From an optimization exercise on the open Yosys and OpenROAD flow, aimed at small area; shortcuts taken in it are not production practice.
Only simulation tests tie the RTL to the original design; equivalence was not proved.
Power is estimated from default activity; no workload was simulated.

## flow/flow/run.sh

```bash
#!/bin/bash
# The standard layout (standard.sh), with these changes:
#  - synthesis maps the logic with several area-oriented ABC scripts and keeps
#    the smallest result (flow/abc_multi.tcl) instead of ORFS's one script;
#    everything else in the standard flow's synthesis script is kept, so the registers are
#    the standard synthesis's;
#  - the port buffers are the smallest buffer, sky130_fd_sc_hd__buf_1;
#  - CTS uses sky130_fd_sc_hd__clkbuf_4 and no dummy loads.
# Each tool's output is in the ORFS logs (orfs/logs/); make's in standard.log.
set -euo pipefail
W=$(pwd)
mkdir -p abc_scripts
i=0
for s in 0 1 2 3 4 5 6 7; do
  for d in "dch" "dch -f"; do
    printf '&get -n\n&deepsyn -J 50 -S %s -T 20\n&put\n%s\namap -F 4 -A 10\n' "$s" "$d" \
      > abc_scripts/s$i.abc
    i=$((i + 1))
  done
done
printf 'strash\ndch\namap -F 4 -A 10\n' > abc_scripts/s$i.abc; i=$((i + 1))
printf 'strash\ndch -f\namap -F 4 -A 10\n' > abc_scripts/s$i.abc
{
  printf 'set ::abc_scripts [lsort -dictionary [glob %s/abc_scripts/*.abc]]\n' "$W"
  cat flow/abc_multi.tcl
  cat synth_recipe.tcl
} > flow_synth.tcl
bash standard.sh finish SYNTH_SCRIPT="$W/flow_synth.tcl" \
  BUFFER_PORTS_ARGS="-buffer_cell sky130_fd_sc_hd__buf_1" \
  CTS_ARGS="-sink_clustering_enable -repair_clock_nets -dont_use_dummy_load -buf_list sky130_fd_sc_hd__clkbuf_4" \
  > standard.log 2>&1
```

## flow/flow/abc_multi.tcl

```tcl
# Area-oriented replacement of the abc command ORFS's synthesis calls: maps the
# logic with each script in abc_scripts and keeps the smallest result.
proc abc {args} {
  set libs {}
  for {set i 0} {$i < [llength $args]} {incr i} {
    if {[lindex $args $i] eq "-liberty"} { lappend libs -liberty [lindex $args [expr {$i + 1}]] }
  }
  set si [lsearch -exact $args -script]
  yosys design -save abc_multi_in
  set best_area ""
  set best_script ""
  foreach script $::abc_scripts {
    yosys design -load abc_multi_in
    set a $args
    lset a [expr {$si + 1}] $script
    yosys abc {*}$a
    set rpt [yosys tee -q -s result.string stat {*}$libs]
    set area ""
    regexp {Chip area for (?:top )?module[^:]*:\s*([0-9.eE+]+)} $rpt -> area
    puts "abc_multi: $script area $area"
    if {$area ne "" && ($best_area eq "" || $area < $best_area)} {
      set best_area $area
      set best_script $script
      yosys design -save abc_multi_best
    }
  }
  puts "abc_multi: kept $best_script area $best_area"
  yosys design -load abc_multi_best
}
```

## flow/standard.sh

```bash
#!/bin/bash
# synth_recipe.tcl (not shown) runs the flow's synth.tcl, then flattens the netlist and writes it again
# the make line also repeats each setting of config.mk as NAME=value (left out here)
make -C /OpenROAD-flow-scripts/flow DESIGN_CONFIG=/design/flow/config.mk WORK_HOME=/design/flow/orfs CLKGATE_MAP_FILE= SYNTH_SCRIPT=/design/flow/synth_recipe.tcl "${@:-finish}"
```

## flow/config.mk

```make
export PLATFORM = sky130hd
export DESIGN_NAME = sd_data_form
export DESIGN_NICKNAME = sd_data_form
export VERILOG_FILES = /design/flow/design.v
export SDC_FILE = /design/flow/constraint.sdc
export NUM_CORES = 4
export LEC_CHECK = 0
export CAP_MARGIN = 5
export CORE_MARGIN = 2
export CORE_UTILIZATION = 40
export SLEW_MARGIN = 5
```

## flow/constraint.sdc

```tcl
create_clock -name core_clock -period 5.0 [get_ports {SD_CLK}]
set_input_delay 1.0000 -clock core_clock [delete_from_list [all_inputs] [get_ports {SD_CLK}]]
set_output_delay 1.0000 -clock core_clock [all_outputs]
set_load 0.01 [all_outputs]
```

## flow/design.v

```verilog
`default_nettype none
module sd_crc16(
  input  wire       CLK,
  input  wire       IN,
  input  wire       DAT,
  input  wire       RUN,
  input  wire       END,
  output wire       OUT
);
reg  [15:0] crc;
assign OUT = DAT ? IN : crc[15];
wire fb = OUT ^ crc[15];
always @(posedge CLK)
  crc <= {crc[14] | END, crc[13], crc[12], (crc[11] ^ fb) & RUN, crc[10:6],
          crc[5] & RUN, crc[4] ^ fb, crc[3:0], fb};
endmodule
`default_nettype none
`timescale 1ns / 1ns
module sd_data_form
#(
parameter  [31:0] AVAIL_DATA_BITS      =  32'd4       
)
(
input  wire        SD_CLK,
input  wire        RST,
input  wire        SD_I_TRG,
output wire        SD_I_DONE,
input  wire        SD_I_PKT_RDY,
input  wire [ 63:0]SD_I_DAT,
output wire        SD_I_ACK,
input  wire        SD_I_FIRST,
input  wire        SD_I_LAST,
output wire [(AVAIL_DATA_BITS-'d1):0]SD_O_DAT,
output wire        SD_OE
);
reg         x, y, z;
reg  [  3:0]cnt;
wire        c15  = &cnt;
wire        s_data = x & y & ~z;
wire        s_crc  = x & z;
always @(posedge SD_CLK or posedge RST)
if (RST) begin
  x <= 1'b0; y <= 1'b0; z <= 1'b0;
end else begin
  x <= x ? ~(z & c15) : (z & SD_I_PKT_RDY);
  y <= x & (y | c15);
  z <= x ? (y & (z ? (~c15 | SD_I_TRG) : (c15 & SD_I_LAST)))
         : (z ? ~SD_I_PKT_RDY : SD_I_TRG);
end
always @(posedge SD_CLK)
  cnt <= x ? cnt + 4'd1 : 4'd12;
wire [  3:0]nib = SD_I_DAT[{cnt[3:1], ~cnt[0], 2'b00} +: 4];
genvar i;
generate for (i = 0; i < 4; i = i + 1) begin : lane
  sd_crc16 dat_crc(.CLK(SD_CLK), .IN(nib[i]), .DAT(s_data), .RUN(x & y),
                   .END(s_crc & c15), .OUT(SD_O_DAT[i]));
end endgenerate
assign SD_OE     = y | (x & c15);
assign SD_I_DONE = ~x & y;
assign SD_I_ACK  = s_data & c15;
endmodule
```

==> results of run 1 <==
[metal layers]
metal / wire length (um) / global-route usage [%] / vias up
li1: - / - / 903
met1: 2030 / 18.1 / 768
met2: 2130 / 28.1 / 85
met3: 471 / 6.74 / 4
met4: 51 / 6.96 / 0
met5: 0 / 0 / -
[sequential cells by signal (all words and copies together), names as in the netlist]
name and count:
z 1, x 1, y 1, cnt 4, lane.dat_crc.crc 64
[cells by family after synthesis]
kind of cell	after synthesis	synth area share (%)
and+or+nand+nor	48	9.87
AOI/OAI and AO/OA	62	19.6
buffers and inverters	20	4.13
adders and majority gates	1	0.574
DFF	71	65.9
[critical path, cell delays in order, from the launching register on]
cell,delay (ps)
sky130_fd_sc_hd__dfrtp_1,450
sky130_fd_sc_hd__clkinv_1,170
sky130_fd_sc_hd__nor2_1,270
sky130_fd_sc_hd__clkinv_1,340
sky130_fd_sc_hd__nor2_1,480
sky130_fd_sc_hd__o311ai_0,290
sky130_fd_sc_hd__o21ai_0,190
sky130_fd_sc_hd__buf_1,190
[synth_stat cells]
| cell type | count |
|---|---|
| sky130_fd_sc_hd__nor3_1 | 3 |
| sky130_fd_sc_hd__o211ai_1 | 1 |
| sky130_fd_sc_hd__a22oi_1 | 2 |
| sky130_fd_sc_hd__nor2b_1 | 7 |
| sky130_fd_sc_hd__o221ai_1 | 3 |
| sky130_fd_sc_hd__a21o_1 | 1 |
| sky130_fd_sc_hd__a21oi_1 | 15 |
| sky130_fd_sc_hd__dfxtp_1 | 68 |
| sky130_fd_sc_hd__a222oi_1 | 10 |
| sky130_fd_sc_hd__nor2_1 | 21 |
| sky130_fd_sc_hd__buf_4 | 4 |
| sky130_fd_sc_hd__or2_0 | 4 |
| sky130_fd_sc_hd__nor4_1 | 1 |
| sky130_fd_sc_hd__nand2_1 | 11 |
| sky130_fd_sc_hd__a32oi_1 | 5 |
| sky130_fd_sc_hd__o21ai_0 | 12 |
| sky130_fd_sc_hd__clkinv_1 | 16 |
| sky130_fd_sc_hd__o311ai_0 | 4 |
| sky130_fd_sc_hd__o22ai_1 | 9 |
| sky130_fd_sc_hd__ha_1 | 1 |
| sky130_fd_sc_hd__dfrtp_1 | 3 |
| sky130_fd_sc_hd__nand3_1 | 1 |
[final cells by class]
type	count	area share, %
sequential	71	54.9
multi-input combinational	111	25.0
timing repair buffer	79	11.9
tap	70	3.35
clock buffer	9	2.58
inverter	16	2.29
[power by group]
| group | internal, mW | switching (mW) | total, mW |
|---|---|---|---|
| Sequential | 0.710 | 0.0579 | 0.768 |
| Combinational | 0.197 | 0.323 | 0.520 |
| Clock | 0.0837 | 0.151 | 0.234 |
| Total | 0.991 | 0.532 | 1.52 |
[worst max path at each step]
stage                            from           to  slack (ps)  cells after the start
finish                    x$_DFF_PP0_  SD_O_DAT[1]        1250                      7
global route              x$_DFF_PP0_  SD_O_DAT[1]         850                      7
CTS                       x$_DFF_PP0_  SD_O_DAT[1]        1120                      7
detailed placement        x$_DFF_PP0_  SD_O_DAT[1]        1550                      7
global placement          x$_DFF_PP0_  SD_O_DAT[1]        1600                      7
floorplan           cnt[0]$_SDFF_PN0_  SD_O_DAT[0]        1880                      8
==> impl_summary.log, run 1 <==
INFO  metric hold_bufs_at_cts = 0
INFO  metric synthesis.instances = 202
INFO  metric remaining_drc_errors = 0
INFO  metric clock-skew-final = 17.3 ps
INFO  metric hold-worst-slack = 314 ps
INFO  metric dp_hpwl = 3540 um
INFO  metric grt_antenna_before_repair = 0
INFO  metric number_of_buffer_cells_added_on_primary_ports = 75
INFO  metric rsz0062_at_grt = no
INFO  metric layout.cells.most_common_list = sky130_fd_sc_hd__buf_1, sky130_fd_sc_hd__dfxtp_1, sky130_fd_sc_hd__nor2_1
INFO  metric tritoncts = done
INFO  metric drt_iter0_drc = 83
INFO  metric ff2ff_setup_slack = 2200 ps
INFO  metric hold-path-endpoint = lane[2].dat_crc.crc[8]$_DFF_P_
INFO  metric hold_path.startpoint = lane[2].dat_crc.crc[7]$_DFF_P_
INFO  metric required = 4000 ps
INFO  metric post-route-min-period = 3750 ps
INFO  metric yosys.area.top_type_share = 62.4%
INFO  metric cts.reportedPaths.clkPinSlew = 90 ps
INFO  metric area_growth_syn_to_layout = 20.0%
INFO  metric total_wirelength_of_the_detailed_routed_design = 4680 um
INFO  metric core-area = 5170 um2
INFO  metric grt_pass1_vias = 1,694
INFO  metric layout.cell_area.non_filler = 2620 um2
INFO  metric cts_buffers = 9
INFO  metric final_count_of_negative_setup_slack_endpoints = 0
INFO  metric max_cap_viol_count = 0
INFO  metric yosys_register_bits = 71
INFO  metric synth.yosys.seq_area_share = 65.9%
INFO  metric detailroute.via_count = 1,760
INFO  metric cts_max_level = 3
INFO  metric n_fill_cell = 505
INFO  metric final_critical_path_setup_slack = 1250 ps
INFO  metric report.final.hold_viol_count = 0
INFO  metric postCtsSetupRepairBufs = 0
INFO  metric hp_class = flip-flop to flip-flop
INFO  metric clock.fmax = 266 MHz
INFO  metric post-route-util = 50.6%
INFO  metric detail_route.vias_per_cell = 4.94
INFO  metric setup_slack_after_placement = 1550 ps
INFO  metric clkLatencyLatePin = 370 ps
INFO  metric synth.cell_area = 2180 um2
INFO  metric boundaryPins = 77
INFO  metric max-clock-path-buffers = 2
INFO  metric grt_first_pass_wirelength = 7720 um
INFO  metric final-instance-count-excl-fill = 356
INFO  metric grtUsageTotal = 16.5%
INFO  metric setup.worst_path.end_class = primary output
INFO  metric yosysTopAreaCell = sky130_fd_sc_hd__dfxtp_1
INFO  metric critPathKind = flip-flop to primary output
INFO  metric rr_startpoint = x$_DFF_PP0_
INFO  metric chip_height = 77.8 um
INFO  metric critical_path.reg2reg.endpoint = lane[1].dat_crc.crc[12]$_DFF_P_
INFO  metric synth_area_per_cell = 10.8 um2
INFO  metric final_antenna_net_count = 0
INFO  metric actual_slew_at_the_worst_max_slew_pin = 513 ps
INFO  metric fin_setup_tns = 0 ps
INFO  metric post-route-period-util = 75.1%
INFO  metric post-place-cells = 347
INFO  metric place.gp.congestion = 0.738
INFO  metric drv_slew = 0
INFO  metric detailed_place.area = 2550 um2
INFO  metric drive_gt1_share = 4.55%
INFO  metric power_leakage = 0.972 nW
INFO  metric start_kind = flip-flop
INFO  metric routedWlPerCell = 13.1 um
INFO  metric maximum_vdd_drop = 0.300 mV
INFO  metric floorplan.rows = 26
INFO  metric critical_path.max_fanout = 8
INFO  metric syn_nets = 273
INFO  metric synth.lib_cells_used.distinct = 22
INFO  metric finalPower = 1.52 mW
INFO  metric ys_top_cells_by_area = sky130_fd_sc_hd__dfxtp_1, sky130_fd_sc_hd__a222oi_1, sky130_fd_sc_hd__nor2_1
INFO  metric multi_input_area = 654 um2
INFO  metric insertedDiodeCount = 0
INFO  metric drt_pass1_iterations = 6
INFO  metric design.die.area = 6060 um2
INFO  metric area.sequential = 1440 um2
INFO  metric timing.critical_path.arrival = 2750 ps
INFO  metric die_width = 77.8 um
INFO  metric gr-total-overflow = 0
INFO  metric mostFrequentLayoutCell = sky130_fd_sc_hd__buf_1
INFO  metric cts.root.buffer_cell = sky130_fd_sc_hd__clkbuf_4
INFO  metric total_power_per_unit_cell_area = 582 nW/um2
INFO  metric yosys_warning_total = 2
INFO  metric worst_hold_path.num_cells = 0
INFO  metric initial_utilization = 42.2%
INFO  metric outcome = finished clean
INFO  metric cts_num_sinks = 71
INFO  metric r2r_cells = 9
INFO  metric largest_net_degree_at_the_start_of_global_routing = 13
INFO  metric finalNetCount = 359
INFO  metric timing.max_slew.rel_slack = 65.7%
INFO  metric post_cts_resize_count = 0
==> run 2, diff against run 1 <==
--- a/flow/config.mk
+++ b/flow/config.mk
@@ -6,6 +6,7 @@
 export NUM_CORES = 4
 export LEC_CHECK = 0
-export CAP_MARGIN = 5
+export CAP_MARGIN = 20
 export CORE_MARGIN = 2
 export CORE_UTILIZATION = 40
-export SLEW_MARGIN = 5
+export GPL_TIMING_DRIVEN = 0
+export SLEW_MARGIN = 20
==> run 2 against run 1 <==
Effect of this change: hold slack improved by 1.9 ps; sequential power about the same; critical endpoint is now SD_O_DAT[0]; global-route usage decreased by 0.18 points; clock skew increased by 9.9 ps; via count decreased by 1.1%; clock power about the same; still clean on timing, DRC and antenna; critical path type unchanged; largest cell class unchanged; sequential cell count unchanged; wire length decreased by 3.0%; first-iteration DRC count decreased by 17%.
==> impl_summary.log, run 2 <==
INFO  metric design.die.area = 6060 um2 (unchanged)
INFO  metric hp_class = flip-flop to flip-flop
INFO  metric largest_reg_flops = 64 (unchanged)
INFO  metric post-route-min-period = 4250 ps (+496 ps)
INFO  metric power.combinational.fraction = 34.1% (about the same)
INFO  metric drv_slew = 0 (unchanged)
INFO  metric maximum_vdd_drop = 0.311 mV (+3.4%)
INFO  metric r2r_cells = 10 (+1)
INFO  metric yosys_warning_total = 2 (unchanged)
INFO  metric syn_nets = 273 (unchanged)
INFO  metric number_of_buffer_cells_added_on_primary_ports = 75 (unchanged)
INFO  metric grtUsageTotal = 16.3% (-0.18 points)
INFO  metric start_kind = flip-flop
INFO  metric insertedDiodeCount = 0 (unchanged)
INFO  metric rsz0062_at_grt = no
INFO  metric post-place-cells = 347 (unchanged)
INFO  metric cts_num_sinks = 71 (unchanged)
INFO  metric synthMostInstantiatedCell = sky130_fd_sc_hd__dfxtp_1
INFO  metric tritoncts = done
INFO  metric timing.max_slew.rel_slack = 44.6% (-21 points)
INFO  metric cts.root.buffer_cell = sky130_fd_sc_hd__clkbuf_4
INFO  metric synth.lib_cells_used.distinct = 22 (unchanged)
INFO  metric total_power_per_unit_cell_area = 581 nW/um2 (-0.20%)
INFO  metric yosysTopAreaCell = sky130_fd_sc_hd__dfxtp_1
INFO  metric core-area = 5170 um2 (unchanged)
INFO  metric detail_route.vias_per_cell = 4.89 (-1.1%)
INFO  metric total_wirelength_of_the_detailed_routed_design = 4540 um (-3.0%)
INFO  metric net_switching_component_of_the_power = 0.526 mW (-1.1%)
INFO  metric seq_power_share = 50.5% (about the same)
INFO  metric place.gp.congestion = 0.745 (+0.96%)
INFO  metric cts.reportedPaths.clkPinSlew = 90 ps (about the same)
INFO  metric layout_top_registers = lane.dat_crc.crc: 64 flops, cnt: 4 flops
INFO  metric critical_path.reg2reg.endpoint = lane[0].dat_crc.crc[12]$_DFF_P_
INFO  metric synthesis.instances = 202 (unchanged)
INFO  metric switching_share = 34.6% (-0.33 points)
INFO  metric chip_height = 77.8 um (unchanged)
INFO  metric setup_slack_after_placement = 1150 ps (-397 ps)
INFO  metric clock_power_share = 15.4% (about the same)
INFO  metric final_critical_path_setup_slack = 751 ps (-496 ps)
INFO  metric finalNetCount = 359 (unchanged)
INFO  metric initial_utilization = 42.2% (unchanged)
INFO  metric post_synth_most_frequent_cells = sky130_fd_sc_hd__dfxtp_1, sky130_fd_sc_hd__nor2_1, sky130_fd_sc_hd__clkinv_1
INFO  metric clkLatencyLatePin = 380 ps (about the same)
INFO  metric worstPathCellList = clkinv_1, nor2_1, clkinv_1, o221ai_1, nor2_1, o311ai_0, o21ai_0, buf_4, buf_1
INFO  metric post_cts_resize_count = 0 (unchanged)
INFO  metric fin_setup_tns = 0 ps (unchanged)
INFO  metric power_leakage = 0.973 nW (about the same)
INFO  metric timing.critical_path.arrival = 3250 ps (+500 ps)
INFO  metric grt_first_pass_wirelength = 7560 um (-2.1%)
INFO  metric critPathKind = flip-flop to primary output
INFO  metric final-instance-count-excl-fill = 356 (unchanged)
INFO  metric worst_hold_path.num_cells = 0 (unchanged)
INFO  metric gr-total-overflow = 0 (unchanged)
INFO  metric max_cap_viol_count = 0 (unchanged)
INFO  metric mostFrequentLayoutCell = sky130_fd_sc_hd__buf_1
INFO  metric synth.cell_area = 2180 um2 (unchanged)
INFO  metric n_fill_cell = 523 (+3.6%)
INFO  metric ff2ff_setup_slack = 1650 ps (-550 ps)
INFO  metric grt_antenna_before_repair = 0 (unchanged)
INFO  metric remaining_drc_errors = 0 (unchanged)
INFO  metric clock-skew-final = 27.1 ps (+9.85 ps)
INFO  metric rr_startpoint = cnt[0]$_SDFF_PN0_
INFO  metric drive_gt1_share = 4.55% (unchanged)
INFO  metric routedWlPerCell = 12.7 um (-3.0%)
INFO  metric drt_pass1_iterations = 4 (-2)
INFO  metric hold-path-endpoint = lane[1].dat_crc.crc[13]$_DFF_P_
INFO  metric layout.cells.most_common_list = sky130_fd_sc_hd__buf_1, sky130_fd_sc_hd__dfxtp_1, sky130_fd_sc_hd__nor2_1
INFO  metric power.internal = 0.994 mW (+0.30%)
INFO  metric final_antenna_net_count = 0 (unchanged)
INFO  metric actual_slew_at_the_worst_max_slew_pin = 828 ps (+315 ps)
INFO  metric finalPower = 1.52 mW (-0.20%)
INFO  metric area_growth_syn_to_layout = 20.0% (unchanged)
INFO  metric final_count_of_negative_setup_slack_endpoints = 0 (unchanged)
INFO  metric yosys_register_bits = 71 (unchanged)
INFO  metric ys_top_cells_by_area = sky130_fd_sc_hd__dfxtp_1, sky130_fd_sc_hd__a222oi_1, sky130_fd_sc_hd__nor2_1
INFO  metric floorplan.rows = 26 (unchanged)
INFO  metric drt_iter0_drc = 69 (-17%)
INFO  metric synth_area_per_cell = 10.8 um2 (unchanged)
INFO  metric required = 4000 ps (about the same)
INFO  metric dp_hpwl = 3470 um (-1.8%)
INFO  metric cts_max_level = 3 (unchanged)
INFO  metric hold_path.startpoint = lane[1].dat_crc.crc[12]$_DFF_P_
INFO  metric synth-main-ff-cell = sky130_fd_sc_hd__dfxtp_1
INFO  metric cp_slowest_cell = sky130_fd_sc_hd__nor2_1
INFO  metric hold_bufs_at_cts = 0 (unchanged)
INFO  metric synth_enable_flop_cells = 0 (unchanged)
INFO  metric detailroute.via_count = 1,741 (-1.1%)
INFO  metric cpPeakStageDelay = 660 ps (+180 ps)
INFO  metric boundaryPins = 77 (unchanged)
INFO  metric async_flop_share = 4.23% (unchanged)
INFO  metric grt_pass1_vias = 1,677 (-1.0%)
INFO  metric die_width = 77.8 um (unchanged)
INFO  metric report.final.hold_viol_count = 0 (unchanged)
INFO  metric clock.fmax = 235 MHz (-12%)
INFO  metric critical_path.max_fanout = 12 (+4)
INFO  metric synth.yosys.seq_area_share = 65.9% (unchanged)
INFO  metric outcome = finished clean
INFO  metric setup.worst_path.end_class = primary output
INFO  metric postCtsSetupRepairBufs = 0 (unchanged)
INFO  metric regMostFlops = lane.dat_crc.crc
INFO  metric post-route-period-util = 85.0% (+9.9 points)
INFO  metric cts_buffers = 9 (unchanged)
INFO  metric max-clock-path-buffers = 2 (unchanged)
INFO  metric largest_net_degree_at_the_start_of_global_routing = 13 (unchanged)
INFO  metric yosys.area.top_type_share = 62.4% (unchanged)
[run 2: cell type report]
cell class | instances | area [um2] | area share, %
plain buffers | 4 | 30.0 | 1.15
clock buffers | 9 | 67.6 | 2.58
inverters | 16 | 60.1 | 2.29
multi-input cells | 111 | 654 | 25.0
flip-flops and latches | 71 | 1440 | 54.9
well taps | 70 | 87.6 | 3.35
repair buffers | 75 | 282 | 10.8
[run 2: worst max path at each step]
stage                  endpoint         startpoint  cells past startpoint
floorplan           SD_O_DAT[0]  cnt[0]$_SDFF_PN0_                      8
global placement    SD_O_DAT[0]  cnt[0]$_SDFF_PN0_                      9
detailed placement  SD_O_DAT[0]  cnt[0]$_SDFF_PN0_                      9
CTS                 SD_O_DAT[0]  cnt[0]$_SDFF_PN0_                      9
global route        SD_O_DAT[0]  cnt[0]$_SDFF_PN0_                      9
finish              SD_O_DAT[0]  cnt[0]$_SDFF_PN0_                      9
[run 2: metrics by stage]
step	utilization (%)	hold slack (ps)	instance area (um2)
detailed placement	49.3	312	2550
CTS	50.6	317	2620
finish	50.6	316	2620
global placement	49.3	310	2550
floorplan	-	310	2180
global route	50.6	316	2620
[run 2: metal layers]
| layer | wire length, um | track usage [%] |
|---|---|---|
| met5 | 0 | 0 |
| met4 | 99 | 8.04 |
| met3 | 421 | 5.93 |
| met2 | 2040 | 27.5 |
| met1 | 1980 | 18.2 |
[run 2: critical path: cells and delay by family, from the launching register on]
kind                   cells  cell delay, ps
buffers and inverters      4             800
and+or+nand+nor            2             720
DFF                        1             410
AOI/OAI and AO/OA          3             950
[run 2: cells by family after synthesis]
group                      count (synthesis)  share of synthesized area [%]
AOI/OAI and AO/OA                         62                           19.6
adders and majority gates                  1                          0.574
buffers and inverters                     20                           4.13
DFF                                       71                           65.9
and+or+nand+nor                           48                           9.87
[run 2: power groups by stage]
stage,logic (mW),registers (mW),clock network [mW]
after floorplan,0.381,0.764,0
after global placement,0.518,0.778,0
after detailed placement,0.520,0.783,0
after CTS,0.523,0.770,0.247
after global routing,0.597,0.787,0.270
final,0.518,0.768,0.234
==> run 3, diff against run 2 <==
--- a/flow/config.mk
+++ b/flow/config.mk
@@ -9,4 +9,3 @@
 export CORE_MARGIN = 2
 export CORE_UTILIZATION = 40
-export GPL_TIMING_DRIVEN = 0
 export SLEW_MARGIN = 20
==> run 3 against run 2 <==
Effect of this change: non-clock buffer count unchanged; synthesized area unchanged; sequential cell count stayed put.
==> impl_summary.log, run 3 <==
INFO  metric setup.worst_path.end_class = primary output
INFO  metric post-route-period-util = 75.1% (-9.9 points)
INFO  metric remaining_drc_errors = 0 (unchanged)
INFO  metric hold-path-endpoint = lane[2].dat_crc.crc[8]$_DFF_P_
INFO  metric fin_setup_tns = 0 ps (unchanged)
INFO  metric timing.critical_path.arrival = 2750 ps (-500 ps)
INFO  metric net_switching_component_of_the_power = 0.532 mW (+1.1%)
INFO  metric switching_share = 34.9% (+0.33 points)
INFO  metric synth_area_per_cell = 10.8 um2 (unchanged)
INFO  metric actual_slew_at_the_worst_max_slew_pin = 513 ps (-315 ps)
INFO  metric synth_xor_area_share = 0% (unchanged)
INFO  metric critical_path_buf_inv_count = 3 (-1)
INFO  metric synth_enable_flop_cells = 0 (unchanged)
INFO  metric seq_power_share = 50.5% (about the same)
INFO  metric routedWlPerCell = 13.1 um (+3.1%)
INFO  metric synth_fa_ha_area_share = 0.574% (unchanged)
INFO  metric clock.fmax = 266 MHz (+13%)
INFO  metric layout.cells.most_common_list = sky130_fd_sc_hd__buf_1, sky130_fd_sc_hd__dfxtp_1, sky130_fd_sc_hd__nor2_1
INFO  metric ys_top_cells_by_area = sky130_fd_sc_hd__dfxtp_1, sky130_fd_sc_hd__a222oi_1, sky130_fd_sc_hd__nor2_1
INFO  metric post_synth_most_frequent_cells = sky130_fd_sc_hd__dfxtp_1, sky130_fd_sc_hd__nor2_1, sky130_fd_sc_hd__clkinv_1
INFO  metric drt_pass1_iterations = 6 (+2)
INFO  metric yosys.area.top_type_share = 62.4% (unchanged)
INFO  metric yosys_warning_total = 2 (unchanged)
INFO  metric hp_class = flip-flop to flip-flop
INFO  metric regMostFlops = lane.dat_crc.crc
INFO  metric worst_hold_path.num_cells = 0 (unchanged)
INFO  metric cp_top_family = simple AND/OR/NAND/NOR gates
INFO  metric synth-main-ff-cell = sky130_fd_sc_hd__dfxtp_1
INFO  metric grt_first_pass_wirelength = 7720 um (+2.2%)
INFO  metric postCtsSetupRepairBufs = 0 (unchanged)
INFO  metric async_flop_share = 4.23% (unchanged)
INFO  metric cpPeakStageDelay = 480 ps (-180 ps)
INFO  metric report.final.hold_viol_count = 0 (unchanged)
INFO  metric detail_route.vias_per_cell = 4.94 (+1.1%)
INFO  metric power_leakage = 0.972 nW (about the same)
INFO  metric combinational_family_with_the_most_area_after_synthesis = compound AO/OA/AOI/OAI gates
INFO  metric yosys-mux-area-fraction = 0% (unchanged)
INFO  metric max_cap_viol_count = 0 (unchanged)
INFO  metric floorplan.rows = 26 (unchanged)
INFO  metric synth.cell_area = 2180 um2 (unchanged)
INFO  metric cts_max_level = 3 (unchanged)
INFO  metric power.internal = 0.991 mW (-0.30%)
INFO  metric drt_iter0_drc = 83 (+20%)
INFO  metric insertedDiodeCount = 0 (unchanged)
INFO  metric post-route-min-period = 3750 ps (-496 ps)
INFO  metric synthMostInstantiatedCell = sky130_fd_sc_hd__dfxtp_1
INFO  metric clock_power_share = 15.4% (about the same)
INFO  metric dp_hpwl = 3540 um (+1.8%)
INFO  metric boundaryPins = 77 (unchanged)
INFO  metric largest_reg_flops = 64 (unchanged)
INFO  metric outcome = finished clean
INFO  metric post_cts_resize_count = 0 (unchanged)
INFO  metric design.die.area = 6060 um2 (unchanged)
INFO  metric tritoncts = done
INFO  metric grt_pass1_vias = 1,694 (+1.0%)
INFO  metric cts_num_sinks = 71 (unchanged)
INFO  metric detailroute.via_count = 1,760 (+1.1%)
INFO  metric start_kind = flip-flop
INFO  metric cts_buffers = 9 (unchanged)
INFO  metric grt_antenna_before_repair = 0 (unchanged)
INFO  metric power.combinational.fraction = 34.2% (about the same)
INFO  metric required = 4000 ps (about the same)
INFO  metric final_critical_path_setup_slack = 1250 ps (+496 ps)
INFO  metric largest_net_degree_at_the_start_of_global_routing = 13 (unchanged)
INFO  metric clkLatencyLatePin = 370 ps (about the same)
INFO  metric yosysTopAreaCell = sky130_fd_sc_hd__dfxtp_1
INFO  metric cts.root.buffer_cell = sky130_fd_sc_hd__clkbuf_4
INFO  metric final_count_of_negative_setup_slack_endpoints = 0 (unchanged)
INFO  metric finalNetCount = 359 (unchanged)
INFO  metric synth.yosys.seq_area_share = 65.9% (unchanged)
INFO  metric initial_utilization = 42.2% (unchanged)
INFO  metric critPathKind = flip-flop to primary output
INFO  metric place.gp.congestion = 0.738 (-0.95%)
INFO  metric die_width = 77.8 um (unchanged)
INFO  metric critical_path.max_fanout = 8 (-4)
INFO  metric cts.reportedPaths.clkPinSlew = 90 ps (about the same)
INFO  metric clock-skew-final = 17.3 ps (-9.85 ps)
INFO  metric rsz0062_at_grt = no
INFO  metric setup_slack_after_placement = 1550 ps (+397 ps)
INFO  metric r2r_cells = 9 (-1)
INFO  metric gr-total-overflow = 0 (unchanged)
INFO  metric synth.lib_cells_used.distinct = 22 (unchanged)
INFO  metric max-clock-path-buffers = 2 (unchanged)
INFO  metric grtUsageTotal = 16.5% (+0.18 points)
INFO  metric critical_path.reg2reg.endpoint = lane[1].dat_crc.crc[12]$_DFF_P_
INFO  metric hold_path.startpoint = lane[2].dat_crc.crc[7]$_DFF_P_
INFO  metric chip_height = 77.8 um (unchanged)
INFO  metric number_of_buffer_cells_added_on_primary_ports = 75 (unchanged)
INFO  metric total_power_per_unit_cell_area = 582 nW/um2 (+0.20%)
INFO  metric hold_bufs_at_cts = 0 (unchanged)
INFO  metric layout_top_registers = lane.dat_crc.crc: 64 flops, cnt: 4 flops
INFO  metric yosys_register_bits = 71 (unchanged)
INFO  metric mostFrequentLayoutCell = sky130_fd_sc_hd__buf_1
INFO  metric area_growth_syn_to_layout = 20.0% (unchanged)
INFO  metric maximum_vdd_drop = 0.300 mV (-3.3%)
INFO  metric cp_slowest_cell = sky130_fd_sc_hd__nor2_1
INFO  metric synth-simple-area-share = 9.87% (unchanged)
INFO  metric ff2ff_setup_slack = 2200 ps (+550 ps)
INFO  metric hold-worst-slack = 314 ps (-1.89 ps)
INFO  metric synth_compound_gate_area_share = 19.6% (unchanged)
INFO  metric rr_startpoint = x$_DFF_PP0_
INFO  metric drive_gt1_share = 4.55% (unchanged)
INFO  metric total_wirelength_of_the_detailed_routed_design = 4680 um (+3.1%)
INFO  metric drv_slew = 0 (unchanged)
INFO  metric timing.max_slew.rel_slack = 65.7% (+21 points)
INFO  metric synthesis.instances = 202 (unchanged)
INFO  metric worstPathCellList = clkinv_1, nor2_1, clkinv_1, nor2_1, o311ai_0, o21ai_0, buf_1
INFO  metric syn_nets = 273 (unchanged)
INFO  metric core-area = 5170 um2 (unchanged)
INFO  metric final_antenna_net_count = 0 (unchanged)
==> run 3: cell counts in the layout (fill, tap and decap cells not counted) <==
No cell type changed its count.
==> run 3: cells by family (layout without fill, tap and decap cells) <==
logic type      after synthesis  in the layout
fa+ha+maj                     1              1
flops                        71             71
buf+inv                      20            104
compound gates               62             62
simple gates                 48             48
==> run 3: final cells by class <==
type / instances / area (um2)
Fill cell: 505 / 2550
Sequential cell: 71 / 1440
Multi-Input combinational cell: 111 / 654
Timing Repair Buffer: 79 / 312
Tap cell: 70 / 87.6
Clock buffer: 9 / 67.6
Inverter: 16 / 60.1
==> run 3: worst max-delay path by stage <==
stage	startpoint	endpoint	slack [ps]	depth (start not counted)
2_1_floorplan	cnt[0]$_SDFF_PN0_	SD_O_DAT[0]	1880	8
3_3_place_gp	x$_DFF_PP0_	SD_O_DAT[1]	1600	7
3_5_place_dp	x$_DFF_PP0_	SD_O_DAT[1]	1550	7
4_1_cts	x$_DFF_PP0_	SD_O_DAT[1]	1120	7
5_1_grt	x$_DFF_PP0_	SD_O_DAT[1]	850	7
6_report	x$_DFF_PP0_	SD_O_DAT[1]	1250	7
==> run 3: worst register-to-register path, delay by kind of cell, from the launching register on <==
family | cells | cell delay [ps]
compound gates | 5 | 970
buf+inv | 2 | 510
flops | 1 | 450
simple gates | 2 | 760
==> run 3: power groups by stage <==
stage / Combinational, mW / Sequential, mW / Clock (mW)
4_1_cts: 0.525 / 0.770 / 0.250
3_5_place_dp: 0.523 / 0.783 / 0
5_1_grt: 0.594 / 0.788 / 0.273
2_1_floorplan: 0.381 / 0.764 / 0
3_3_place_gp: 0.518 / 0.777 / 0
6_report: 0.520 / 0.768 / 0.234
==> run 3: metal layers <==
layer / up-vias / share of wire [%] / wire, um / global-route usage [%]
met5: - / 0 / 0 / 0
met4: 0 / 1.1 / 51 / 6.96
met3: 4 / 10 / 471 / 6.74
met2: 85 / 45 / 2130 / 28.1
met1: 768 / 43 / 2030 / 18.1
li1: 903 / - / - / -
==> run 3: metrics by stage <==
step | cell area, um2 | power (mW) | util (%) | instances
floorplan | 2180 | 1.14 | - | 202
global placement | 2550 | 1.30 | 49.3 | 347
detailed placement | 2550 | 1.31 | 49.3 | 347
CTS | 2620 | 1.54 | 50.6 | 356
global route | 2620 | 1.65 | 50.6 | 356
finish | 2620 | 1.52 | 50.6 | 356
==> run 4, diff against run 3 <==
--- a/flow/flow/run.sh
+++ b/flow/flow/run.sh
@@ -26,5 +26,5 @@
   cat synth_recipe.tcl
 } > flow_synth.tcl
-bash standard.sh finish SYNTH_SCRIPT="$W/flow_synth.tcl" \
+bash standard.sh finish SYNTH_SCRIPT="$W/flow_synth.tcl" SYNTH_INSBUF=0 \
   BUFFER_PORTS_ARGS="-buffer_cell sky130_fd_sc_hd__buf_1" \
   CTS_ARGS="-sink_clustering_enable -repair_clock_nets -dont_use_dummy_load -buf_list sky130_fd_sc_hd__clkbuf_4" \
==> run 4 against run 3 <==
Effect of this change: clock power hardly changed; sequential cell count is the same; clock skew rose by 11 ps; design area did not move; setup slack better by 25 ps; global-route usage is 0.61 points lower; sequential power about the same; non-clock buffer count unchanged; still clean; highest routed layer unchanged; sequential share of layout area stayed put; critical path type unchanged.
==> impl_summary.log, run 4 <==
INFO  metric drv_slew = 0 (unchanged)
INFO  metric layout.cell_area.non_filler = 2620 um2 (unchanged)
INFO  metric critical_path.startpoint = x$_DFF_PP0_
INFO  metric cts.root.buffer_cell = sky130_fd_sc_hd__clkbuf_4
INFO  metric clock_power_share = 15.4% (about the same)
INFO  metric clkLatencyLatePin = 380 ps (about the same)
INFO  metric drt_iter0_drc = 70 (-16%)
INFO  metric seq_power_share = 50.7% (+0.2 points)
INFO  metric critical_path_buf_inv_count = 3 (unchanged)
INFO  metric hold_bufs_at_cts = 0 (unchanged)
INFO  metric maximum_vdd_drop = 0.275 mV (-8.4%)
INFO  metric finalNetCount = 359 (unchanged)
INFO  metric post_synth_most_frequent_cells = sky130_fd_sc_hd__dfxtp_1, sky130_fd_sc_hd__nor2_1, sky130_fd_sc_hd__clkinv_1
INFO  metric cts_buffers = 9 (unchanged)
INFO  metric detail_route.vias_per_cell = 5.03 (+1.6%)
INFO  metric post-route-period-util = 74.6% (-0.49 points)
INFO  metric core-area = 5140 um2 (-0.63%)
INFO  metric yosysTopAreaCell = sky130_fd_sc_hd__dfxtp_1
INFO  metric setup.worst_path.end_class = primary output
INFO  metric grtUsageTotal = 15.9% (-0.61 points)
INFO  metric final_count_of_negative_setup_slack_endpoints = 0 (unchanged)
INFO  metric required = 4000 ps (about the same)
INFO  metric critPathKind = flip-flop to primary output
INFO  metric grt_antenna_before_repair = 0 (unchanged)
INFO  metric cts_max_level = 3 (unchanged)
INFO  metric floorplan.rows = 26 (unchanged)
INFO  metric drive_gt1_share = 4.55% (unchanged)
INFO  metric synth.lib_cells_used.distinct = 21 (-4.5%)
INFO  metric max_cap_viol_count = 0 (unchanged)
INFO  metric synth-main-ff-cell = sky130_fd_sc_hd__dfxtp_1
INFO  metric rr_startpoint = x$_DFF_PP0_
INFO  metric crit_end = SD_O_DAT[1]
INFO  metric switching_share = 34.4% (-0.51 points)
INFO  metric power.internal = 0.991 mW (about the same)
INFO  metric ys_top_cells_by_area = sky130_fd_sc_hd__dfxtp_1, sky130_fd_sc_hd__a222oi_1, sky130_fd_sc_hd__nor2_1
INFO  metric final_critical_path_setup_slack = 1270 ps (+24.6 ps)
INFO  metric max-clock-path-buffers = 2 (unchanged)
INFO  metric power_leakage = 0.972 nW (unchanged)
INFO  metric hp_class = flip-flop to flip-flop
INFO  metric boundaryPins = 77 (unchanged)
INFO  metric cp_slowest_cell = sky130_fd_sc_hd__nor2_1
INFO  metric drt_pass1_iterations = 5 (-1)
INFO  metric final_antenna_net_count = 0 (unchanged)
INFO  metric yosys.area.top_type_share = 63.3% (+0.87 points)
INFO  metric critical_path_cell_count = 7 (unchanged)
INFO  metric postCtsSetupRepairBufs = 0 (unchanged)
INFO  metric cp_top_family = simple AND/OR/NAND/NOR gates
INFO  metric grt_first_pass_wirelength = 7470 um (-3.2%)
INFO  metric post-place-cells = 347 (unchanged)
INFO  metric initial_utilization = 41.8% (-0.32 points)
INFO  metric start_kind = flip-flop
INFO  metric die_width = 77.3 um (-0.66%)
INFO  metric final-instance-count-excl-fill = 356 (unchanged)
INFO  metric clock.fmax = 268 MHz (+0.66%)
INFO  metric power.combinational.fraction = 33.9% (-0.3 points)
INFO  metric timing.critical_path.arrival = 2730 ps (-20 ps)
INFO  metric synthMostInstantiatedCell = sky130_fd_sc_hd__dfxtp_1
INFO  metric insertedDiodeCount = 0 (unchanged)
INFO  metric cts.reportedPaths.clkPinSlew = 110 ps (+20 ps)
INFO  metric clock-skew-final = 28.2 ps (+11.0 ps)
INFO  metric cpPeakStageDelay = 480 ps (about the same)
INFO  metric layout_top_registers = lane.dat_crc.crc: 64 flops, cnt: 4 flops
INFO  metric actual_slew_at_the_worst_max_slew_pin = 531 ps (+17.1 ps)
INFO  metric post-route-min-period = 3730 ps (-24.6 ps)
INFO  metric ff2ff_setup_slack = 2220 ps (+20 ps)
INFO  metric tritoncts = done
INFO  metric chip_height = 77.3 um (-0.66%)
INFO  metric synth.yosys.seq_area_share = 66.8% (+0.92 points)
INFO  metric layout.cells.most_common_list = sky130_fd_sc_hd__buf_1, sky130_fd_sc_hd__dfxtp_1, sky130_fd_sc_hd__nor2_1
INFO  metric syn_nets = 269 (-1.5%)
INFO  metric gr-total-overflow = 0 (unchanged)
INFO  metric net_switching_component_of_the_power = 0.520 mW (-2.3%)
INFO  metric outcome = finished clean
INFO  metric synth.cell_area = 2150 um2 (-1.4%)
INFO  metric report.final.hold_viol_count = 0 (unchanged)
INFO  metric number_of_buffer_cells_added_on_primary_ports = 75 (unchanged)
INFO  metric timing.max_slew.rel_slack = 64.6% (-1.1 points)
INFO  metric yosys_warning_total = 2 (unchanged)
INFO  metric grt_pass1_vias = 1,647 (-2.8%)
INFO  metric async_flop_share = 4.23% (unchanged)
INFO  metric largest_reg_flops = 64 (unchanged)
INFO  metric post_cts_resize_count = 0 (unchanged)
INFO  metric largest_net_degree_at_the_start_of_global_routing = 13 (unchanged)
INFO  metric worstPathCellList = clkinv_1, nor2_1, clkinv_1, nor2_1, o311ai_0, o21ai_0, buf_1
INFO  metric setup_slack_after_placement = 1570 ps (+22.5 ps)
INFO  metric synth_enable_flop_cells = 0 (unchanged)
INFO  metric area_growth_syn_to_layout = 21.7%
INFO  metric dp_hpwl = 3470 um (-1.9%)
INFO  metric finalPower = 1.51 mW (-0.80%)
INFO  metric synth_area_per_cell = 10.9 um2 (+0.62%)
INFO  metric synthesis.instances = 198 (-2.0%)
INFO  metric r2r_cells = 9 (unchanged)
INFO  metric critical_path.reg2reg.endpoint = lane[1].dat_crc.crc[12]$_DFF_P_
INFO  metric total_wirelength_of_the_detailed_routed_design = 4490 um (-4.0%)
INFO  metric mostFrequentLayoutCell = sky130_fd_sc_hd__buf_1
INFO  metric detailed_place.area = 2550 um2 (unchanged)
INFO  metric design.die.area = 5980 um2 (-1.3%)
INFO  metric routedWlPerCell = 12.6 um (-4.0%)
INFO  metric total_power_per_unit_cell_area = 577 nW/um2 (-0.80%)
INFO  metric detailroute.via_count = 1,789 (+1.6%)
INFO  metric fin_setup_tns = 0 ps (unchanged)
INFO  metric yosys_register_bits = 71 (unchanged)
INFO  metric rsz0062_at_grt = no
INFO  metric place.gp.congestion = 0.750 (+1.6%)
INFO  metric regMostFlops = lane.dat_crc.crc
INFO  metric cts_num_sinks = 71 (unchanged)
INFO  metric critical_path.max_fanout = 8 (unchanged)
INFO  metric remaining_drc_errors = 0 (unchanged)
-- run 4: how the worst min path moves through the flow --
stage                                     from  cells after the start  slack [ps]                         endpoint
2_1_floorplan   lane[0].dat_crc.crc[9]$_DFF_P_                      0         310  lane[0].dat_crc.crc[10]$_DFF_P_
3_3_place_gp   lane[0].dat_crc.crc[13]$_DFF_P_                      0         310  lane[0].dat_crc.crc[14]$_DFF_P_
3_5_place_dp    lane[3].dat_crc.crc[3]$_DFF_P_                      0         310   lane[3].dat_crc.crc[4]$_DFF_P_
4_1_cts         lane[1].dat_crc.crc[9]$_DFF_P_                      0         310  lane[1].dat_crc.crc[10]$_DFF_P_
5_1_grt         lane[1].dat_crc.crc[9]$_DFF_P_                      0         300  lane[1].dat_crc.crc[10]$_DFF_P_
6_report        lane[1].dat_crc.crc[9]$_DFF_P_                      0         300  lane[1].dat_crc.crc[10]$_DFF_P_
-- run 4: metal layers --
| layer | GRT usage (%) | part of all wire, % | routed length (um) |
|---|---|---|---|
| met4 | 9.11 | 1.6 | 72 |
| met3 | 4.42 | 8.5 | 382 |
| met2 | 26.3 | 47 | 2120 |
| met1 | 18.5 | 43 | 1920 |
| met5 | 0 | 0 | 0 |
-- run 4: power by group through the flow --
stage                     logic (mW)  clock network (mW)  registers, mW
after detailed placement       0.515                   0          0.781
after global routing           0.587               0.269          0.788
after CTS                      0.517               0.247          0.769
final                          0.512               0.233          0.766
after global placement         0.513                   0          0.776
after floorplan                0.353                   0          0.764
-- run 4: kinds of logic after synthesis --
logic type | count (synthesis) | share of synthesized area [%]
AOI/OAI and AO/OA | 62 | 19.8
buffers and inverters | 16 | 2.79
DFF | 71 | 66.8
adders and majority gates | 1 | 0.582
and+or+nand+nor | 48 | 10.0
-- run 4: per-stage QoR --
stage	utilization (%)	hold WS, ps
floorplan	-	310
global placement	49.6	310
detailed placement	49.6	313
CTS	50.9	307
global route	50.9	300
finish	50.9	303
-- run 4: cell type report --
class	instances	area, um2
fill	534	2520
sequential	71	1440
tap	70	87.6
clock buffer	9	67.6
multi-input combinational	111	654
timing repair buffer	79	312
inverter	16	60.1
==> run 5, diff against run 4 <==
--- a/flow/config.mk
+++ b/flow/config.mk
@@ -9,3 +9,4 @@
 export CORE_MARGIN = 2
 export CORE_UTILIZATION = 40
+export GPL_TIMING_DRIVEN = 0
 export SLEW_MARGIN = 20
==> run 5 against run 4 <==
Effect of this change: die area stayed put; core utilization is 0.58 points lower; global-route usage is 0.15 points lower; clock-buffer cell count stayed put; first-iteration DRC count is 10% higher; non-clock buffer count is 4 lower; sequential share of layout area is 0.64 points higher; synthesized cell count stayed put.
==> impl_summary.log, run 5 <==
INFO  metric outcome = finished clean
INFO  metric core-area = 5140 um2 (unchanged)
INFO  metric max-clock-path-buffers = 2 (unchanged)
INFO  metric multi_input_area = 654 um2 (unchanged)
INFO  metric largest_net_degree_at_the_start_of_global_routing = 13 (unchanged)
INFO  metric required = 4000 ps (about the same)
INFO  metric n_fill_cell = 515 (-3.6%)
INFO  metric cts.reportedPaths.clkPinSlew = 120 ps (about the same)
INFO  metric yosys_warning_total = 2 (unchanged)
INFO  metric detailroute.via_count = 1,743 (-2.6%)
INFO  metric hold_bufs_at_cts = 0 (unchanged)
INFO  metric post_cts_resize_count = 0 (unchanged)
INFO  metric synth_enable_flop_cells = 0 (unchanged)
INFO  metric synth.yosys.seq_area_share = 66.8% (unchanged)
INFO  metric gr-total-overflow = 0 (unchanged)
INFO  metric largest_reg_flops = 64 (unchanged)
INFO  metric detail_route.vias_per_cell = 4.95 (-1.5%)
INFO  metric mostFrequentLayoutCell = sky130_fd_sc_hd__buf_1
INFO  metric drv_slew = 0 (unchanged)
INFO  metric synth_xor_area_share = 0% (unchanged)
INFO  metric cp_top_family = compound AO/OA/AOI/OAI gates
INFO  metric gr-usage-met3 = 7.21% (+2.8 points)
INFO  metric die_width = 77.3 um (unchanged)
INFO  metric postCtsSetupRepairBufs = 0 (unchanged)
INFO  metric yosys.area.top_type_share = 63.3% (unchanged)
INFO  metric synth.lib_cells_used.distinct = 21 (unchanged)
INFO  metric setup.worst_path.end_class = primary output
INFO  metric cts_max_level = 3 (unchanged)
INFO  metric drt_iter0_drc = 77 (+10%)
INFO  metric area_growth_syn_to_layout = 20.3%
INFO  metric number_of_buffer_cells_added_on_primary_ports = 75 (unchanged)
INFO  metric hp_class = flip-flop to flip-flop
INFO  metric yosys_register_bits = 71 (unchanged)
INFO  metric max_cap_viol_count = 0 (unchanged)
INFO  metric report.final.hold_viol_count = 0 (unchanged)
INFO  metric floorplan.rows = 26 (unchanged)
INFO  metric globalRouteMet2Util = 25.7% (-0.61 points)
INFO  metric post_synth_most_frequent_cells = sky130_fd_sc_hd__dfxtp_1, sky130_fd_sc_hd__nor2_1, sky130_fd_sc_hd__clkinv_1
INFO  metric synth_area_per_cell = 10.9 um2 (unchanged)
INFO  metric power.internal = 0.971 mW (-2.0%)
INFO  metric critical_path_buf_inv_count = 3 (unchanged)
INFO  metric cts_buffers = 9 (unchanged)
INFO  metric actual_slew_at_the_worst_max_slew_pin = 794 ps (+263 ps)
INFO  metric timing.max_slew.rel_slack = 46.9% (-18 points)
INFO  metric layout.cells.most_common_list = sky130_fd_sc_hd__buf_1, sky130_fd_sc_hd__dfxtp_1, sky130_fd_sc_hd__nor2_1
INFO  metric cpPeakStageDelay = 630 ps (+150 ps)
INFO  metric final_count_of_negative_setup_slack_endpoints = 0 (unchanged)
INFO  metric cts.root.buffer_cell = sky130_fd_sc_hd__clkbuf_4
INFO  metric yosys-mux-area-fraction = 0% (unchanged)
INFO  metric power.combinational.fraction = 32.5% (-1.4 points)
INFO  metric synthMostInstantiatedCell = sky130_fd_sc_hd__dfxtp_1
INFO  metric grt_antenna_before_repair = 0 (unchanged)
INFO  metric net_switching_component_of_the_power = 0.518 mW (-0.28%)
INFO  metric area.sequential = 1440 um2 (unchanged)
INFO  metric switching_share = 34.8% (+0.39 points)
INFO  metric design.die.area = 5980 um2 (unchanged)
INFO  metric synth-main-ff-cell = sky130_fd_sc_hd__dfxtp_1
INFO  metric clock.fmax = 248 MHz (-7.4%)
INFO  metric remaining_drc_errors = 0 (unchanged)
INFO  metric synth-simple-area-share = 10.0% (unchanged)
INFO  metric insertedDiodeCount = 0 (unchanged)
INFO  metric critPathKind = flip-flop to primary output
INFO  metric cts_num_sinks = 71 (unchanged)
INFO  metric combinational_family_with_the_most_area_after_synthesis = compound AO/OA/AOI/OAI gates
INFO  metric clock-skew-final = 32.2 ps (+3.98 ps)
INFO  metric total_power_per_unit_cell_area = 576 nW/um2 (-0.26%)
INFO  metric clkLatencyLatePin = 390 ps (about the same)
INFO  metric synthesis.instances = 198 (unchanged)
INFO  metric boundaryPins = 77 (unchanged)
INFO  metric grt_pass1_vias = 1,602 (-2.7%)
INFO  metric ys_top_cells_by_area = sky130_fd_sc_hd__dfxtp_1, sky130_fd_sc_hd__a222oi_1, sky130_fd_sc_hd__nor2_1
INFO  metric critical_path.max_fanout = 12 (+4)
INFO  metric timing.critical_path.arrival = 3030 ps (+300 ps)
INFO  metric syn_nets = 269 (unchanged)
INFO  metric post-route-min-period = 4030 ps (+298 ps)
INFO  metric grt_first_pass_wirelength = 7250 um (-3.0%)
INFO  metric final_antenna_net_count = 0 (unchanged)
INFO  metric yosysTopAreaCell = sky130_fd_sc_hd__dfxtp_1
INFO  metric finalNetCount = 355 (-1.1%)
INFO  metric rsz0062_at_grt = no
INFO  metric gr-usage-met1 = 17.6% (-0.90 points)
INFO  metric layout_top_registers = lane.dat_crc.crc: 64 flops, cnt: 4 flops
INFO  metric tritoncts = done
INFO  metric finalPower = 1.49 mW (-1.4%)
INFO  metric async_flop_share = 4.23% (unchanged)
INFO  metric synth_fa_ha_area_share = 0.582% (unchanged)
INFO  metric seq_power_share = 51.5% (+0.8 points)
INFO  metric clock_power_share = 16.0% (+0.6 points)
INFO  metric dp_hpwl = 3430 um (-1.0%)
INFO  metric initial_utilization = 41.8% (unchanged)
INFO  metric top_usage_layer = met2
INFO  metric worstPathCellList = clkinv_1, nor2_1, clkinv_1, o221ai_1, nor2_1, o311ai_0, o21ai_0, buf_1
INFO  metric power_leakage = 0.952 nW (-2.1%)
INFO  metric regMostFlops = lane.dat_crc.crc
INFO  metric total_wirelength_of_the_detailed_routed_design = 4500 um (+0.13%)
INFO  metric synth_compound_gate_area_share = 19.8% (unchanged)
INFO  metric final_critical_path_setup_slack = 973 ps (-298 ps)
INFO  metric post-route-period-util = 80.5% (+6.0 points)
INFO  metric synth.cell_area = 2150 um2 (unchanged)
INFO  metric start_kind = flip-flop
INFO  metric chip_height = 77.3 um (unchanged)
INFO  metric drive_gt1_share = 3.19% (-1.4 points)
INFO  metric grtUsageTotal = 15.8% (-0.15 points)
INFO  metric drt_pass1_iterations = 4 (-1)
INFO  metric place.gp.congestion = 0.767 (+2.3%)
INFO  metric fin_setup_tns = 0 ps (unchanged)
INFO  metric setup_slack_after_placement = 1340 ps (-228 ps)
INFO  metric cp_slowest_cell = sky130_fd_sc_hd__nor2_1
INFO  metric routedWlPerCell = 12.8 um (+1.3%)
INFO  metric maximum_vdd_drop = 0.250 mV (-9.1%)
-- run 5: cell counts after synthesis --
No cell type changed its count.
-- run 5: logic make-up after synthesis --
| family | after synthesis |
|---|---|
| compound gates | 62 |
| fa+ha+maj | 1 |
| buf+inv | 16 |
| flops | 71 |
| simple gates | 48 |
-- run 5: through the flow --
| step | hold WS (ps) | instances | utilization [%] | instance area, um2 |
|---|---|---|---|---|
| finish | 311 | 352 | 50.3 | 2590 |
| CTS | 318 | 352 | 50.3 | 2590 |
| detailed placement | 312 | 343 | 49.0 | 2520 |
| global placement | 310 | 343 | 49.0 | 2520 |
| global route | 316 | 352 | 50.3 | 2590 |
| floorplan | 310 | 198 | - | 2150 |
-- run 5: worst paths after layout --
| path | from | endpoint | slack, ps | cells past startpoint |
|---|---|---|---|---|
| worst max-delay path | cnt[0]$_SDFF_PN0_ | SD_O_DAT[0] | 970 | 8 |
| worst min-delay path | lane[3].dat_crc.crc[10]$_DFF_P_ | lane[3].dat_crc.crc[11]$_DFF_P_ | 310 | 0 |
| worst max register to register | cnt[0]$_SDFF_PN0_ | lane[0].dat_crc.crc[12]$_DFF_P_ | 1830 | 10 |
| worst min register to register | lane[3].dat_crc.crc[10]$_DFF_P_ | lane[3].dat_crc.crc[11]$_DFF_P_ | 310 | 0 |
| max in group asynchronous | RST | x$_DFF_PP0_ | 4450 | 2 |
| min in group asynchronous | RST | y$_DFF_PP0_ | 420 | 2 |
-- run 5: final cells by class --
cell class | count | share of cell area [%]
Tap cell | 70 | 3.38
Multi-Input combinational cell | 111 | 25.3
Clock buffer | 9 | 2.61
Inverter | 16 | 2.32
Timing Repair Buffer | 75 | 10.9
Sequential cell | 71 | 55.5
-- run 5: power groups by stage --
stage / clock network [mW] / registers (mW) / logic (mW)
after CTS: 0.250 / 0.770 / 0.492
after global placement: 0 / 0.777 / 0.490
after floorplan: 0 / 0.764 / 0.353
after detailed placement: 0 / 0.782 / 0.487
final: 0.238 / 0.767 / 0.485
after global routing: 0.274 / 0.784 / 0.561
-- run 5: metal layers --
layer / vias up / routed length (um)
met5: - / 0
met4: 0 / 63
met3: 6 / 434
met2: 75 / 2050
met1: 774 / 1950
li1: 888 / -
==> run 6, diff against run 5 <==
--- a/flow/config.mk
+++ b/flow/config.mk
@@ -8,5 +8,5 @@
 export CAP_MARGIN = 20
 export CORE_MARGIN = 2
-export CORE_UTILIZATION = 40
+export CORE_UTILIZATION = 70
 export GPL_TIMING_DRIVEN = 0
 export SLEW_MARGIN = 20
==> run 6 against run 5 <==
Effect of this change: first-iteration DRC count is 120% higher; combinational power is 7.4% higher; total power is 3.4% higher; sequential share of layout area is 1.0 points higher; non-clock buffer count stayed put; design area is 1.8% lower; final cell count is 11% lower; die area is 41% lower; clock power hardly changed; synthesized cell count stayed put; hold slack better by 21 ps; global-route usage is 16 points higher.
==> impl_summary.log, run 6 <==
INFO  metric power_leakage = 0.952 nW (unchanged)
INFO  metric total_power_per_unit_cell_area = 606 nW/um2 (+5.3%)
INFO  metric rsz0062_at_grt = no
INFO  metric post_synth_most_frequent_cells = sky130_fd_sc_hd__dfxtp_1, sky130_fd_sc_hd__nor2_1, sky130_fd_sc_hd__clkinv_1
INFO  metric post-route-period-util = 85.8% (+5.2 points)
INFO  metric post_cts_resize_count = 0 (unchanged)
INFO  metric cts.reportedPaths.clkPinSlew = 100 ps (-20 ps)
INFO  metric clkLatencyLatePin = 370 ps (-20 ps)
INFO  metric total_wirelength_of_the_detailed_routed_design = 5370 um (+19%)
INFO  metric clock-skew-final = 26.4 ps (-5.81 ps)
INFO  metric timing.critical_path.arrival = 3290 ps (+260 ps)
INFO  metric largest_reg_flops = 64 (unchanged)
INFO  metric maximum_vdd_drop = 0.476 mV (+90%)
INFO  metric hold-worst-slack = 333 ps (+21.5 ps)
INFO  metric chip_height = 59.4 um (-23%)
INFO  metric ys_top_cells_by_area = sky130_fd_sc_hd__dfxtp_1, sky130_fd_sc_hd__a222oi_1, sky130_fd_sc_hd__nor2_1
INFO  metric combinational_family_with_the_most_area_after_synthesis = compound AO/OA/AOI/OAI gates
INFO  metric tritoncts = done
INFO  metric yosys-mux-area-fraction = 0% (unchanged)
INFO  metric maxUsedRoutingLayer = met4
INFO  metric clock_power_share = 15.4% (-0.6 points)
INFO  metric finalPower = 1.54 mW (+3.4%)
INFO  metric power.combinational.fraction = 33.9% (+1.4 points)
INFO  metric detailroute.via_count = 1,905 (+9.3%)
INFO  metric setup.worst_path.end_class = primary output
INFO  metric syn_nets = 269 (unchanged)
INFO  metric yosys_register_bits = 71 (unchanged)
INFO  metric layout.cell_area.non_filler = 2540 um2 (-1.8%)
INFO  metric boundaryPins = 77 (unchanged)
INFO  metric synth.yosys.seq_area_share = 66.8% (unchanged)
INFO  metric net_switching_component_of_the_power = 0.567 mW (+9.5%)
INFO  metric regMostFlops = lane.dat_crc.crc
INFO  metric gr-total-overflow = 0 (unchanged)
INFO  metric grtUsageTotal = 31.6% (+16 points)
INFO  metric final-instance-count-excl-fill = 315 (-11%)
INFO  metric drt_iter0_drc = 167 (+120%)
INFO  metric drive_gt1_share = 3.19% (unchanged)
INFO  metric synth.lib_cells_used.distinct = 21 (unchanged)
INFO  metric mostFrequentLayoutCell = sky130_fd_sc_hd__buf_1
INFO  metric seq_power_share = 50.8% (-0.7 points)
INFO  metric max_cap_viol_count = 0 (unchanged)
INFO  metric grt_pass1_vias = 1,708 (+6.6%)
INFO  metric remaining_drc_errors = 0 (unchanged)
INFO  metric outcome = finished clean
INFO  metric synth_fa_ha_area_share = 0.582% (unchanged)
INFO  metric routed-wl-met2 = 2670 um (+30%)
INFO  metric drt_pass1_iterations = 6 (+2)
INFO  metric fin_setup_tns = 0 ps (unchanged)
INFO  metric synth_area_per_cell = 10.9 um2 (unchanged)
INFO  metric initial_utilization = 72.2% (+30 points)
INFO  metric drv_slew = 0 (unchanged)
INFO  metric postCtsSetupRepairBufs = 0 (unchanged)
INFO  metric power.internal = 0.973 mW (+0.15%)
INFO  metric synthesis.instances = 198 (unchanged)
INFO  metric critical_path.max_fanout = 12 (unchanged)
INFO  metric die_width = 59.4 um (-23%)
INFO  metric yosys.area.top_type_share = 63.3% (unchanged)
INFO  metric number_of_buffer_cells_added_on_primary_ports = 75 (unchanged)
INFO  metric post-route-min-period = 4290 ps (+261 ps)
INFO  metric cts_max_level = 3 (unchanged)
INFO  metric detailed_place.area = 2470 um2 (-1.8%)
INFO  metric switching_share = 36.8% (+2.0 points)
INFO  metric area_growth_syn_to_layout = 18.2%
INFO  metric timing.max_slew.rel_slack = 50.6% (+3.7 points)
INFO  metric synth_enable_flop_cells = 0 (unchanged)
INFO  metric synth-main-ff-cell = sky130_fd_sc_hd__dfxtp_1
INFO  metric cts.root.buffer_cell = sky130_fd_sc_hd__clkbuf_4
INFO  metric finalNetCount = 355 (unchanged)
INFO  metric final_critical_path_setup_slack = 712 ps (-261 ps)
INFO  metric dp_hpwl = 3620 um (+5.3%)
INFO  metric cts_buffers = 9 (unchanged)
INFO  metric start_kind = flip-flop
INFO  metric insertedDiodeCount = 0 (unchanged)
INFO  metric required = 4000 ps (about the same)
INFO  metric core-area = 2980 um2 (-42%)
INFO  metric report.final.hold_viol_count = 0 (unchanged)
INFO  metric hold_bufs_at_cts = 0 (unchanged)
INFO  metric synth_compound_gate_area_share = 19.8% (unchanged)
INFO  metric clock.fmax = 233 MHz (-6.1%)
INFO  metric largest_net_degree_at_the_start_of_global_routing = 13 (unchanged)
INFO  metric synth-simple-area-share = 10.0% (unchanged)
INFO  metric cts_num_sinks = 71 (unchanged)
INFO  metric layout_top_registers = lane.dat_crc.crc: 64 flops, cnt: 4 flops
INFO  metric floorplan.rows = 20 (-23%)
INFO  metric final_count_of_negative_setup_slack_endpoints = 0 (unchanged)
INFO  metric post-place-cells = 306 (-11%)
INFO  metric post-route-util = 85.3% (+35 points)
INFO  metric detail_route.vias_per_cell = 6.05 (+22%)
INFO  metric routedWlPerCell = 17.1 um (+34%)
INFO  metric final_antenna_net_count = 0 (unchanged)
INFO  metric grt_antenna_before_repair = 0 (unchanged)
INFO  metric synth.cell_area = 2150 um2 (unchanged)
INFO  metric async_flop_share = 4.23% (unchanged)
INFO  metric setup_slack_after_placement = 1280 ps (-62.0 ps)
INFO  metric max-clock-path-buffers = 2 (unchanged)
INFO  metric synthMostInstantiatedCell = sky130_fd_sc_hd__dfxtp_1
INFO  metric place.gp.congestion = 0.765 (-0.26%)
INFO  metric routed-wl-met3 = 393 um (-9.4%)
INFO  metric hp_class = flip-flop to flip-flop
INFO  metric yosysTopAreaCell = sky130_fd_sc_hd__dfxtp_1
INFO  metric actual_slew_at_the_worst_max_slew_pin = 739 ps (-54.8 ps)
INFO  metric yosys_warning_total = 2 (unchanged)
INFO  metric synth_xor_area_share = 0% (unchanged)
INFO  metric critPathKind = flip-flop to primary output
INFO  metric layout.cells.most_common_list = sky130_fd_sc_hd__buf_1, sky130_fd_sc_hd__dfxtp_1, sky130_fd_sc_hd__nor2_1
INFO  metric grt_first_pass_wirelength = 7920 um (+9.2%)
INFO  metric routedLengthMet1 = 2180 um (+12%)
INFO  metric design.die.area = 3530 um2 (-41%)
run 6: cell counts after synthesis:
Identical to the previous run, type by type.
run 6: cell type report:
| cell class | count | area, um2 |
|---|---|---|
| multi-input combinational | 111 | 654 |
| timing repair buffer | 75 | 282 |
| inverter | 16 | 60.1 |
| tap | 33 | 41.3 |
| clock buffer | 9 | 67.6 |
| fill | 161 | 437 |
| sequential | 71 | 1440 |
run 6: worst paths after layout:
check                                               startpoint                              end  slack (ps)  cells past startpoint
worst max-delay path                         cnt[0]$_SDFF_PN0_                      SD_O_DAT[1]         710                      8
worst min-delay path            lane[1].dat_crc.crc[6]$_DFF_P_   lane[1].dat_crc.crc[7]$_DFF_P_         330                      0
worst max register to register               cnt[0]$_SDFF_PN0_  lane[1].dat_crc.crc[12]$_DFF_P_        1320                     10
worst min register to register  lane[1].dat_crc.crc[6]$_DFF_P_   lane[1].dat_crc.crc[7]$_DFF_P_         330                      0
max in group asynchronous                                  RST                      x$_DFF_PP0_        4430                      2
min in group asynchronous                                  RST                      z$_DFF_PP0_         450                      2
run 6: logic make-up after synthesis:
| group | Yosys count |
|---|---|
| AO/OA/AOI/OAI | 62 |
| buffers and inverters | 16 |
| AND/OR/NAND/NOR | 48 |
| flip-flops | 71 |
| adder cells (fa/ha/maj) | 1 |
run 6: power by group through the flow:
| stage | logic (mW) | clock network (mW) | registers, mW |
|---|---|---|---|
| final | 0.521 | 0.237 | 0.782 |
| after global routing | 0.571 | 0.263 | 0.790 |
| after CTS | 0.511 | 0.240 | 0.779 |
| after detailed placement | 0.496 | 0 | 0.786 |
| after global placement | 0.474 | 0 | 0.777 |
| after floorplan | 0.353 | 0 | 0.764 |
run 6: critical path, stage by stage, from the launching register on:
cell                       delay, ps
sky130_fd_sc_hd__dfxtp_1         420
sky130_fd_sc_hd__clkinv_1        110
sky130_fd_sc_hd__nor2_1          590
sky130_fd_sc_hd__clkinv_1        340
sky130_fd_sc_hd__o22ai_1         310
sky130_fd_sc_hd__nor4_1           90
sky130_fd_sc_hd__o311ai_0        560
sky130_fd_sc_hd__o21ai_0         300
sky130_fd_sc_hd__buf_1           200
run 6: metal layers:
| metal | track usage [%] | vias up |
|---|---|---|
| met3 | 9.39 | 22 |
| li1 | - | 892 |
| met2 | 52.3 | 118 |
| met1 | 37.2 | 873 |
| met4 | 15.6 | 0 |
| met5 | 0 | - |

## afterwards: timing with drivers on the ports
Ports are ideal in the flow. The routed layouts listed here were re-timed in OpenROAD.
Step 1 assumes that a clkbuf_16 drives the clock port and a buf_2 every other input.
Step 2 moves the port delays by t, midway between the first and last clock arrival at a register: inputs arrive t later, outputs are due t later. That takes back most of the time a late clock gives input paths.
Three values: ideal ports, drivers, drivers and shift; two values: the first two.
run	t (ns)	setup slack, ns	worst slew at a driven data input, ns
run 1	0.389	1.247 / 1.225 / 1.613	0.04
run 2	0.391	0.751 / 0.729 / 1.120	0.04
run 3	0.389	1.247 / 1.225 / 1.613	0.04
run 4	0.388	1.272 / 1.250 / 1.638	0.04
run 5	0.398	0.973 / 0.951 / 1.350	0.04
run 6	0.382	0.712 / 0.690 / 1.071	0.04
After both steps setup and hold are still met in every run listed.
